What follows belongs to an exercise in optimizing a design on an open flow for small area; a production flow would make more cautious choices.
In this exercise RTL edits were held to simulation tests only and were not proved equivalent to the original.

==> inputs of v28 <==
## glitch_and_exi
module glitch_and_exi (
	input  CLK,
	input  rst,  
	output TX,
	input RX,
	output LED1,
	output LED2,
	output LED3,
	output LED4,
	output LED5,
	input BTN1,
	input BTN2,
	input BTN3,
	output LEDR_N,
	output LEDG_N,
	input P1A9_in,
	output P1A9_out, P1A9_oe,
	input P1A1, P1A3, P1A4, P1A7, P1A8, P1A2, P1A10,
	input P1B1_in,  
	output P1B1_out, P1B1_oe,  
	output P1B3_oe,  
	input P1B7  
);
clock: 10.0 ns
lec_check: 0
cap_margin: 0
cell_pad_in_sites_detail_placement: 1
cell_pad_in_sites_global_placement: 2
core_margin: 2
core_utilization: 30
place_density: 0.4
slew_margin: 0
standard.sh (not shown) runs the stock make flow with config.mk's settings and CLKGATE_MAP_FILE= SYNTH_SCRIPT=/design/flow/synth_recipe.tcl, a recipe that flattens the netlist after the stock synthesis.
==> flow/flow/run.sh <==
#!/bin/bash
# Standard ORFS layout with three changes:
#  - synthesis maps with an area-oriented ABC script (&nf); all other
#    synthesis passes, flattening and renaming are the standard ones;
#  - CTS uses clkbuf_8 leaf clusters of up to 15 sinks and no dummy loads;
#  - port buffers are buf_1 cells.
set -euo pipefail
HERE=$(pwd)
rm -rf "$HERE/myscripts"
cp -r "$FLOW_HOME/scripts" "$HERE/myscripts"
cp "$HERE/flow/abc_map.script" "$HERE/myscripts/abc_speed.script"
cp "$HERE/flow/abc_map.script" "$HERE/myscripts/abc_area.script"
bash standard.sh SCRIPTS_DIR="$HERE/myscripts" synth > "$HERE/synth.log" 2>&1
export CTS_ARGS="-sink_clustering_enable -repair_clock_nets -dont_use_dummy_load -buf_list sky130_fd_sc_hd__clkbuf_8 -sink_clustering_size 15 -sink_clustering_max_diameter 50"
export BUFFER_PORTS_ARGS="-buffer_cell sky130_fd_sc_hd__buf_1"
bash standard.sh finish > "$HERE/layout.log" 2>&1
==> flow/flow/abc_map.script <==
strash
&get -n
&st
&dch
&nf -R 1000
&put
topo
==> v15 (differences from v28) <==
--- a/flow/design.v
+++ b/flow/design.v
@@ -34,24 +34,25 @@
 		if((rx_sync[1] == 1'b0) && (filter_cnt != 2'b00)) filter_cnt <= filter_cnt - 1'd1;
 		if(filter_cnt == 2'b11) rx_bit <= 1'b1;
 		else
 		if(filter_cnt == 2'b00) rx_bit <= 1'b0;
 	end
 reg [2:0] os_cnt;
-always @(posedge clk) if(os_tick) os_cnt <= (rx_state == IDLE) ? 3'd0 : os_cnt + 3'd1;
+always @(posedge clk) if(rst) os_cnt <= 0; else if(os_tick) os_cnt <= (rx_state == IDLE) ? 3'd0 : os_cnt + 3'd1;
 wire sample_now = os_tick && (os_cnt == 3'd3);
 always @(posedge clk)
 	if(rst) rx_state <= IDLE; else
 	case(rx_state)
 		IDLE:      if(~rx_bit) rx_state <= BIT_START;
 		BIT_START: if(sample_now) rx_state <= BIT0;
 		BIT7:      if(sample_now) rx_state <= BIT_STOP;
 		BIT_STOP:  if(sample_now) rx_state <= IDLE;
 		default:   if(sample_now) rx_state <= rx_state + 4'd1;  
 	endcase
 always @(posedge clk) begin
+	if(rst) rx_data <= 0; else
 	if(sample_now && rx_state[3]) begin
 		rx_data <= {rx_bit, rx_data[7:1]};
 	end
 end
 always @(posedge clk)
 	if (rst) rx_ready <= 0;
@@ -66,13 +67,13 @@
 	output tx_busy);
 reg [11:0] frame;
 reg [3:0] bit_cnt;
 assign tx_busy = |frame[11:1];
 wire bit_tick = bit_cnt[3] & bit_cnt[2];  
 always @(posedge clk)
-	if (~tx_busy) bit_cnt <= 0;  
+	if (rst | ~tx_busy) bit_cnt <= 0;
 	else bit_cnt <= bit_tick ? 4'd1 : bit_cnt + 4'd1;
 always @(posedge clk)
 	if (rst)
 		frame <= 12'd1;
 	else if (~tx_busy) begin
 		if (tx_start) frame <= {3'b111, tx_data, 1'b0};
@@ -101,19 +102,14 @@
 	input P1B1_in,  
 	output P1B1_out, P1B1_oe,  
 	output P1B3_oe,  
 	input P1B7  
 );
 	localparam [4:0]  RESET_DURATION = 5'h10;
-	localparam [20:0] L_ZERO = 21'h1FFFFF;
-	localparam [20:0] L_ONE  = 21'h0FFFFF;
-	localparam [20:0] L_D1_0 = 21'h07959C;  
-	localparam [20:0] L_D1_1 = 21'h03CACE;  
-	localparam [20:0] L_D1_2 = 21'h01E567;  
-	localparam [20:0] L_D2   = 21'h01649A;  
-	localparam [20:0] L_D0   = 21'h155400;  
+	localparam [20:0] DELAY_0 = 21'h100000;
+	localparam [20:0] DELAY_2 = 21'h635;
 	wire [7:0] WIIU_DEBUG_LIVE = {P1A10, P1A9_in, P1A8, P1A7, P1A4, P1A3, P1A2, P1A1};
 	reg [7:0] WIIU_DEBUG;
 	reg [7:0] LAST_WIIU_DEBUG;
 	reg wiiu_tx;
 	reg [7:0] wiiu_tx_byte;
 	reg wiiu_nrst_read;
@@ -159,13 +155,13 @@
 		.clk(CLK),
 		.rst(rst),
 		.rx(RX),
 		.rx_ready(rx1_ready),
 		.rx_data(rx1_data)
 	);
-	wire [20:0] delay_1 = (binc == 2'd0) ? L_D1_0 : (binc == 2'd1) ? L_D1_1 : L_D1_2;
+	wire [20:0] delay_1 = (binc == 2'd0) ? 21'h1FFF : (binc == 2'd1) ? 21'h2000 : 21'h2001;
 	wire ev = BTN3 || (!wiiu_nrst_read && last_wiiu_nrst_read);
 	wire dbg_changed = WIIU_DEBUG != LAST_WIIU_DEBUG;
 	wire btn2_rise = buffer_btn2 && !last_buffer_btn2;
 	wire btn1_rise = buffer_btn1 && !last_buffer_btn1;
 	wire is_8f = (WIIU_DEBUG & 8'hBF) == 8'h8F;
 	wire ser_bit = WIIU_DEBUG[7] && !LAST_WIIU_DEBUG[7] && ((WIIU_DEBUG & 8'h3E) == 8'h00);
@@ -216,13 +212,13 @@
 			data_flag <= 0;
 			data_tx <= 0;
 			tx1_start <= 0;
 			reset_trigger <= 0;
 			reset_counter <= 0;
 			glitch_log <= 0;
-			bdelay <= L_ZERO;
+			bdelay <= 0;
 			bphase <= 0;
 			binc <= 0;
 			exi_clk <= 0;
 			last_exi_clk <= 0;
 			exi_clk_cnt <= 0;
 			is_serial <= 0;
@@ -321,31 +317,32 @@
 				reset_trigger <= 0;
 			end
 			if (ev) begin
 				bphase <= 2'd1;
 				bdelay <= delay_1;
 			end
-			else if (bdelay == L_ZERO) begin
+			else if (bdelay == 1) begin
+				buffer_btn1 <= 1;
+				if (bphase == 2'd1) begin
+					bphase <= 2'd2;
+					bdelay <= DELAY_2;
+				end else if (bphase == 2'd2) begin
+					bphase <= 2'd0;
+					bdelay <= DELAY_0;
+				end else begin
+					bdelay <= 0;
+				end
+			end
+			else if (bdelay != 0) begin
+				bdelay <= bdelay - 1;
+			end
+			else begin
 				bphase <= 2'd1;
 				bdelay <= delay_1;
 				binc <= (binc == 2'd2) ? 2'd0 : binc + 2'd1;
 			end
-			else begin
-				if (bdelay == L_ONE) begin
-					buffer_btn1 <= 1;
-					bphase <= 2'd0;
-				end
-				if (bdelay == L_ONE && bphase == 2'd1)
-					bdelay <= L_D2;
-				else if (bdelay == L_ONE && bphase == 2'd2)
-					bdelay <= L_D0;
-				else
-					bdelay <= {bdelay[19:0], bdelay[20] ^ bdelay[18]};
-				if (bdelay == L_ONE && bphase == 2'd1)
-					bphase <= 2'd2;
-			end
 		end
 	end
 	assign LEDR_N = ~data_tx[0];
 	assign LEDG_N = ~data_tx[1];
 	assign {LED1, LED2, LED3, LED4} = WIIU_DEBUG[7:4];
 	assign P1B1_out = !(reset_trigger && !perma_stop_reset);
==> flow/run.sh (new file) <==
#!/bin/bash
# synth_recipe.tcl (not shown) runs the flow's synth.tcl, then flattens the netlist and writes it again
# the make line also repeats each setting of config.mk as NAME=value (left out here)
make -C /OpenROAD-flow-scripts/flow DESIGN_CONFIG=/design/flow/config.mk WORK_HOME=/design/flow/orfs CLKGATE_MAP_FILE= SYNTH_SCRIPT=/design/flow/synth_recipe.tcl finish
- CAP_MARGIN: 0 -> 20
- CELL_PAD_IN_SITES_DETAIL_PLACEMENT: 1 -> unset
- CELL_PAD_IN_SITES_GLOBAL_PLACEMENT: 2 -> unset
- CORE_UTILIZATION: 30 -> 55
- CTS_BUF_LIST: unset -> sky130_fd_sc_hd__clkbuf_4
- CTS_CLUSTER_SIZE: unset -> 20
- PLACE_DENSITY: 0.4 -> unset
- SLEW_MARGIN: 0 -> 20
removed: flow/flow/run.sh
removed: flow/flow/abc_map.script
removed: flow/standard.sh
==> results.ini <==
[cells_and_area]
num-fill-cells = 4869
inverters = 37
multi_input_area_um2 = 15300

[worst_setup_path]
path_buf_inv = 4

[outcome]
status = finished clean

[cts]
clock_latency_ps = 1070

[floorplanning]
die-area_um2 = 57000

[placement]
routabilityCongestion = 0.873

[drt]
dr_wl_met3_mm = 11.3

(the above is from v15)
==> results.ini <==
[cts]
clock_latency_ps = 730

[drt]
dr_wl_met3_mm = 5.75

[floorplanning]
die-area_um2 = 86400

[placement]
routabilityCongestion = 0.782

[worst_setup_path]
path_buf_inv = 2

[cells_and_area]
num-fill-cells = 9291
inverters = 31
multi_input_area_um2 = 11500

[outcome]
status = finished clean

(the above is from v28)

---

==> trial 37 <==
Another version of the RTL of glitch_and_exi (not shown whole).
make LEC_CHECK=0 ABC_AREA=1 CAP_MARGIN=20 CORE_MARGIN=2 CORE_UTILIZATION=55 SLEW_MARGIN=20 finish   # period 10.0 ns
run.sh (not shown) runs the stock make flow with config.mk's settings and CLKGATE_MAP_FILE= SYNTH_SCRIPT=/design/flow/synth_recipe.tcl, a recipe that flattens the netlist after the stock synthesis.
Stock flow here: none of the scripts above is used.
==> trial 31: changes against trial 37 <==
==> flow/design.v (replaced) <==
module baud_tick_gen(
	input clk, rst,
	output tick);
reg [12:0] acc;
always @(posedge clk) if (rst) acc <= 0; else acc <= acc[11:0] + 13'd2731;
assign tick = acc[12];
endmodule
module uart_rx(
	input clk,
	input rst,
	input rx,
	output reg rx_ready,
	output reg [7:0] rx_data
);
localparam
	IDLE      = 4'b0000,
	BIT_START = 4'b0001,
	BIT0      = 4'b1000,
	BIT7      = 4'b1111,
	BIT_STOP  = 4'b0010;
reg [3:0] rx_state;
wire os_tick;
baud_tick_gen tickgen(.clk(clk), .rst(rst), .tick(os_tick));
reg [1:0] rx_sync;
always @(posedge clk) if(rst) rx_sync <= 2'b11; else if(os_tick) rx_sync <= {rx_sync[0], rx};
reg [1:0] filter_cnt;
reg rx_bit;
always @(posedge clk)
	if(rst) begin
		filter_cnt <= 2'b11;
		rx_bit <= 1'b1;
	end else if(os_tick) begin
		if((rx_sync[1] == 1'b1) && (filter_cnt != 2'b11)) filter_cnt <= filter_cnt + 1'd1;
		if((rx_sync[1] == 1'b0) && (filter_cnt != 2'b00)) filter_cnt <= filter_cnt - 1'd1;
		if(filter_cnt == 2'b11) rx_bit <= 1'b1;
		else
		if(filter_cnt == 2'b00) rx_bit <= 1'b0;
	end
reg [2:0] os_cnt;
always @(posedge clk) if(os_tick) os_cnt <= (rx_state == IDLE) ? 3'd0 : os_cnt + 3'd1;
wire sample_now = os_tick && (os_cnt == 3'd3);
always @(posedge clk)
	if(rst) rx_state <= IDLE; else
	case(rx_state)
		IDLE:      if(~rx_bit) rx_state <= BIT_START;
		BIT_START: if(sample_now) rx_state <= BIT0;
		BIT7:      if(sample_now) rx_state <= BIT_STOP;
		BIT_STOP:  if(sample_now) rx_state <= IDLE;
		default:   if(sample_now) rx_state <= rx_state + 4'd1;  
	endcase
always @(posedge clk) begin
	if(sample_now && rx_state[3]) begin
		rx_data <= {rx_bit, rx_data[7:1]};
	end
end
always @(posedge clk)
	if (rst) rx_ready <= 0;
	else rx_ready <= (sample_now && (rx_state == BIT_STOP) && rx_bit);
endmodule
module uart_tx(
	input clk,
	input rst,
	input tx_start,
	input [7:0] tx_data,
	output tx,
	output tx_busy);
reg [11:0] frame;
reg [3:0] bit_cnt;
assign tx_busy = |frame[11:1];
wire bit_tick = bit_cnt[3] & bit_cnt[2];  
always @(posedge clk)
	if (~tx_busy) bit_cnt <= 0;  
	else bit_cnt <= bit_tick ? 4'd1 : bit_cnt + 4'd1;
always @(posedge clk)
	if (rst)
		frame <= 12'd1;
	else if (~tx_busy) begin
		if (tx_start) frame <= {3'b111, tx_data, 1'b0};
	end else if (bit_tick)
		frame <= {1'b0, frame[11:1]};
assign tx = frame[0];
endmodule
module glitch_and_exi (
	input  CLK,
	input  rst,  
	output TX,
	input RX,
	output LED1,
	output LED2,
	output LED3,
	output LED4,
	output LED5,
	input BTN1,
	input BTN2,
	input BTN3,
	output LEDR_N,
	output LEDG_N,
	input P1A9_in,
	output P1A9_out, P1A9_oe,
	input P1A1, P1A3, P1A4, P1A7, P1A8, P1A2, P1A10,
	input P1B1_in,  
	output P1B1_out, P1B1_oe,  
	output P1B3_oe,  
	input P1B7  
);
	localparam [4:0]  RESET_DURATION = 5'h10;
	localparam [20:0] L_ZERO = 21'h1FFFFF;
	localparam [20:0] L_ONE  = 21'h0FFFFF;
	localparam [20:0] L_D1_0 = 21'h07959C;  
	localparam [20:0] L_D1_1 = 21'h03CACE;  
	localparam [20:0] L_D1_2 = 21'h01E567;  
	localparam [20:0] L_D2   = 21'h01649A;  
	localparam [20:0] L_D0   = 21'h155400;  
	wire [7:0] WIIU_DEBUG_LIVE = {P1A10, P1A9_in, P1A8, P1A7, P1A4, P1A3, P1A2, P1A1};
	reg [7:0] WIIU_DEBUG;
	reg [7:0] LAST_WIIU_DEBUG;
	reg wiiu_tx;
	reg [7:0] wiiu_tx_byte;
	reg wiiu_nrst_read;
	reg last_wiiu_nrst_read;
	reg [7:0] uart_rx_queue;
	reg [7:0] uart_rx_queue_len;
	reg [511:0] hist;
	reg [7:0] hist_len;
	reg perma_stop_reset;
	reg buffer_btn1;
	reg buffer_btn2;
	reg last_buffer_btn1;
	reg last_buffer_btn2;
	reg [1:0] flush;
	wire data_flag = |flush;
	reg [7:0] data_tx;
	wire tx1_start = flush[1] & ~flush[0];
	wire tx1_busy;
	reg reset_trigger;
	reg [4:0] reset_counter;
	reg glitch_log;          
	reg [20:0] bdelay;
	reg [1:0] bphase;        
	reg [1:0] binc;          
	reg exi_clk;
	reg last_exi_clk;
	reg [7:0] exi_clk_cnt;   
	reg is_serial;
	reg [8:0] serial_sr;
	wire serial_full = serial_sr[8];
	wire [7:0] serial_byte = serial_sr[7:0];
	uart_tx utx1 (
		.clk(CLK),
		.rst(rst),
		.tx_start(tx1_start),
		.tx_data(data_tx),
		.tx(TX),
		.tx_busy(tx1_busy)
	);
	wire rx1_ready;
	wire [7:0] rx1_data;
	uart_rx urx1 (
		.clk(CLK),
		.rst(rst),
		.rx(RX),
		.rx_ready(rx1_ready),
		.rx_data(rx1_data)
	);
	wire [20:0] delay_1 = (binc == 2'd0) ? L_D1_0 : (binc == 2'd1) ? L_D1_1 : L_D1_2;
	wire ev = BTN3 || (!wiiu_nrst_read && last_wiiu_nrst_read);
	wire dbg_changed = WIIU_DEBUG != LAST_WIIU_DEBUG;
	wire btn2_rise = buffer_btn2 && !last_buffer_btn2;
	wire btn1_rise = buffer_btn1 && !last_buffer_btn1;
	wire is_8f = (WIIU_DEBUG & 8'hBF) == 8'h8F;
	wire ser_bit = WIIU_DEBUG[7] && !LAST_WIIU_DEBUG[7] && ((WIIU_DEBUG & 8'h3E) == 8'h00);
	wire do_rec  = !rx1_ready && glitch_log && !perma_stop_reset;
	wire br_ser  = !rx1_ready && !do_rec && is_serial && dbg_changed && !ev;
	wire br_nser = !rx1_ready && !do_rec && !is_serial && (dbg_changed || btn2_rise) && !ev;
	wire do_app_ser = br_ser && !ser_bit && is_8f && serial_full;
	wire do_app  = do_app_ser || br_nser;
	wire do_pop  = !rx1_ready && !do_rec && !br_ser && !br_nser && !data_flag && (hist_len != 0);
	wire q_dec = br_ser && !ser_bit && is_8f;
	wire [7:0] app_byte = br_ser ? serial_byte : WIIU_DEBUG;
	wire h_rec  = do_rec & !rst;
	wire h_pop  = do_pop & !rst;
	wire h_keep = !do_rec & !do_pop & !rst;
	wire h_app  = do_app & !rst & (hist_len[7:6] == 2'b00);
	wire [71:0] rec_bytes = {8'h55, 8'haa, 8'h00, exi_clk_cnt, 8'h00, exi_clk_cnt, 8'h00, exi_clk_cnt, 8'h55};
	genvar j;
	generate
		for (j = 0; j < 64; j = j + 1) begin : hb
			wire [7:0] from_rec = (j >= 9) ? hist[8*j-72+7 -: 8] : rec_bytes[8*j+7 -: 8];
			wire [7:0] from_pop = (j < 63) ? hist[8*j+15 -: 8] : 8'h00;
			wire sel = h_app && (hist_len[5:0] == j);
			always @(posedge CLK)
				hist[8*j+7 -: 8] <= ({8{h_rec}} & from_rec) | ({8{h_pop}} & from_pop)
					| ({8{h_keep}} & hist[8*j+7 -: 8]) | ({8{sel}} & app_byte);
		end
	endgenerate
	always @(posedge CLK) begin
		if (rst) begin
			hist_len <= 0;
		end else begin
			hist_len <= hist_len + {{4{do_pop}}, do_rec | do_pop, {2{do_pop}}, do_rec | do_app | do_pop};
		end
	end
	always @(posedge CLK) begin
		if (rst) begin
			WIIU_DEBUG <= 8'hAA;
			LAST_WIIU_DEBUG <= 8'h55;
			wiiu_tx <= 1'b0;
			wiiu_tx_byte <= 8'b0;
			wiiu_nrst_read <= 1'b1;
			last_wiiu_nrst_read <= 1'b1;
			perma_stop_reset <= 0;
			flush <= 2'b00;
			data_tx <= 0;
			reset_trigger <= 0;
			reset_counter <= 0;
			glitch_log <= 0;
			bdelay <= L_ZERO;
			bphase <= 0;
			binc <= 0;
			exi_clk <= 0;
			last_exi_clk <= 0;
			exi_clk_cnt <= 0;
			is_serial <= 0;
			uart_rx_queue <= 0;
			uart_rx_queue_len <= 0;
			buffer_btn1 <= 0;
			buffer_btn2 <= 0;
			last_buffer_btn1 <= 0;
			last_buffer_btn2 <= 0;
			serial_sr <= 9'd1;
		end else begin
			buffer_btn1 <= BTN1;
			last_buffer_btn1 <= buffer_btn1;
			buffer_btn2 <= BTN2;
			last_buffer_btn2 <= buffer_btn2;
			wiiu_nrst_read <= perma_stop_reset ? P1B1_in : 1'b1;
			last_wiiu_nrst_read <= wiiu_nrst_read;
			WIIU_DEBUG <= WIIU_DEBUG_LIVE;
			exi_clk <= P1B7;
			last_exi_clk <= exi_clk;
			glitch_log <= btn1_rise;
			uart_rx_queue_len <= uart_rx_queue_len + {{7{q_dec}}, rx1_ready | q_dec};
			flush[1] <= ~tx1_busy & (flush[1] | flush[0]);
			flush[0] <= ~flush[1] & (flush[0] | do_pop);
			if (rx1_ready) begin
				if (uart_rx_queue_len == 0)
					uart_rx_queue <= uart_rx_queue | rx1_data;
			end
			else if (do_rec) begin
			end
			else if (br_ser) begin
				if (ser_bit) begin
					if (!serial_full) begin
						serial_sr <= {serial_sr[7:0], WIIU_DEBUG[0]};
						wiiu_tx <= wiiu_tx_byte[7];
						wiiu_tx_byte <= {wiiu_tx_byte[6:0], 1'b0};
					end
				end
				else if (is_8f) begin
					wiiu_tx_byte <= uart_rx_queue;
					serial_sr <= 9'd1;
				end
				LAST_WIIU_DEBUG <= WIIU_DEBUG;
				if (WIIU_DEBUG == 8'h25) is_serial <= 0;
				if (btn2_rise) is_serial <= 0;
			end
			else if (br_nser) begin
				LAST_WIIU_DEBUG <= WIIU_DEBUG;
				if (WIIU_DEBUG == 8'h88) begin
					perma_stop_reset <= 1;
					is_serial <= 0;
				end
				else if (WIIU_DEBUG == 8'h8F && LAST_WIIU_DEBUG == 8'h0F) begin
					is_serial <= 1;
				end
				else if (WIIU_DEBUG == 8'hc3
						 || WIIU_DEBUG == 8'hda
						 || WIIU_DEBUG == 8'he1
						 || WIIU_DEBUG == 8'h0d
						 || WIIU_DEBUG == 8'h1d) begin
					perma_stop_reset <= 0;
					is_serial <= 0;
				end
			end
			else if (do_pop) begin
				data_tx <= hist[7:0];
			end
			if (reset_trigger)
				exi_clk_cnt <= 0;
			else if (exi_clk && !last_exi_clk && !exi_clk_cnt[7])
				exi_clk_cnt <= exi_clk_cnt + 1;
			if (btn1_rise) reset_counter <= RESET_DURATION;
			if (ev) begin
				reset_trigger <= 1;
				is_serial <= 0;
				perma_stop_reset <= 0;
			end
			else if (reset_counter != 0) begin
				reset_counter <= reset_counter - 1;
				reset_trigger <= 1;
			end
			else begin
				reset_trigger <= 0;
			end
			if (ev) begin
				bphase <= 2'd1;
				bdelay <= delay_1;
			end
			else if (bdelay == L_ZERO) begin
				bphase <= 2'd1;
				bdelay <= delay_1;
				binc <= (binc == 2'd2) ? 2'd0 : binc + 2'd1;
			end
			else begin
				if (bdelay == L_ONE) begin
					buffer_btn1 <= 1;
					bphase <= 2'd0;
				end
				if (bdelay == L_ONE && bphase == 2'd1)
					bdelay <= L_D2;
				else if (bdelay == L_ONE && bphase == 2'd2)
					bdelay <= L_D0;
				else
					bdelay <= {bdelay[19:0], bdelay[20] ^ bdelay[18]};
				if (bdelay == L_ONE && bphase == 2'd1)
					bphase <= 2'd2;
			end
		end
	end
	assign LEDR_N = ~data_tx[0];
	assign LEDG_N = ~data_tx[1];
	assign {LED1, LED2, LED3, LED4} = WIIU_DEBUG[7:4];
	assign P1B1_out = !(reset_trigger && !perma_stop_reset);
	assign P1B1_oe = !perma_stop_reset;
	assign LED5 = buffer_btn1;
	assign P1A9_out = wiiu_tx;
	assign P1A9_oe = is_serial;
	assign P1B3_oe = !(exi_clk_cnt > 8'h10 && exi_clk_cnt < 8'h80);
endmodule
==> flow/flow/run.sh (new file) <==
#!/bin/bash
# Standard ORFS layout with three changes:
#  - synthesis maps with an area-oriented ABC script (&nf); all other
#    synthesis passes, flattening and renaming are the standard ones;
#  - CTS uses clkbuf_8 leaf clusters of up to 12 sinks (80 um) and no dummy loads;
#  - port buffers are buf_1 cells.
set -euo pipefail
HERE=$(pwd)
rm -rf "$HERE/myscripts"
cp -r "$FLOW_HOME/scripts" "$HERE/myscripts"
cp "$HERE/flow/abc_map.script" "$HERE/myscripts/abc_speed.script"
cp "$HERE/flow/abc_map.script" "$HERE/myscripts/abc_area.script"
bash standard.sh SCRIPTS_DIR="$HERE/myscripts" synth > "$HERE/synth.log" 2>&1
export CTS_ARGS="-sink_clustering_enable -repair_clock_nets -dont_use_dummy_load -buf_list sky130_fd_sc_hd__clkbuf_8 -sink_clustering_size 12 -sink_clustering_max_diameter 80"
export BUFFER_PORTS_ARGS="-buffer_cell sky130_fd_sc_hd__buf_1"
bash standard.sh finish > "$HERE/layout.log" 2>&1
==> flow/flow/abc_map.script (new file) <==
strash
&get -n
&st
&dch
&nf -R 1000
&put
topo
==> flow/standard.sh (new file) <==
#!/bin/bash
# synth_recipe.tcl (not shown) runs the flow's synth.tcl, then flattens the netlist and writes it again
# the make line also repeats each setting of config.mk as NAME=value (left out here)
make -C /OpenROAD-flow-scripts/flow DESIGN_CONFIG=/design/flow/config.mk WORK_HOME=/design/flow/orfs CLKGATE_MAP_FILE= SYNTH_SCRIPT=/design/flow/synth_recipe.tcl "${@:-finish}"
Settings changed: ABC_AREA 1 to not set, CAP_MARGIN 20 to 0, CELL_PAD_IN_SITES_DETAIL_PLACEMENT set to 1, CELL_PAD_IN_SITES_GLOBAL_PLACEMENT set to 2, CORE_UTILIZATION 55 to 30, PLACE_DENSITY set to 0.4, SLEW_MARGIN 20 to 0.
removed: flow/run.sh
==> results.sh <==
export IMPL_status="no timing/DRC/antenna violations"
export IMPL_synth_fp_nets=5598
export IMPL_root_buffer="clkbuf_16"
export IMPL_nets=5382
export IMPL_tap_cells=855
export IMPL_die_area_sq_um=67300
export IMPL_pg_clk_mw=2.74
export IMPL_comb_power_mw=1.39
export IMPL_critical_path_max_fanout=73
# the run above: trial 37

==> results.sh <==
export IMPL_status="no timing/DRC/antenna violations"
export IMPL_critical_path_max_fanout=16
export IMPL_die_area_sq_um=86200
export IMPL_synth_fp_nets=2428
export IMPL_pg_clk_mw=1.57
export IMPL_comb_power_mw=1.07
export IMPL_tap_cells=1080
# the run above: trial 31

afterwards: timing with drivers on the ports:
How much do the figures lean on ideal ports? The routed layouts below were timed once more, with nothing changed but the port constraints. Step 1 assumes that a clkbuf_16 drives the clock port and a buf_2 every other input. Step 2 moves the port delays by t, midway between the first and last clock arrival at a register: inputs arrive t later, outputs are due t later. That takes back most of the time a late clock gives input paths. Three values: ideal ports, drivers, drivers and shift; two values: the first two.
run	shift t [ns]	setup WS [ns]	latest minus earliest clock arrival (ns)	pins driven straight from the clock port
v28	0.768	4.018 / 4.058 / 3.290	0.057 / 0.057	1
v15	1.093	5.164 / 5.197 / 4.104	0.062 / 0.063	1
trial 37	0.695	4.906 / 4.952 / 4.258	0.020 / 0.019	1
trial 31	0.722	3.755 / 3.792 / 3.071	0.049 / 0.049	1
After both steps every run listed still meets setup and hold. For v15, which loses most, drivers alone change the setup slack by +0.033 ns; drivers and shift together by -1.060 ns.
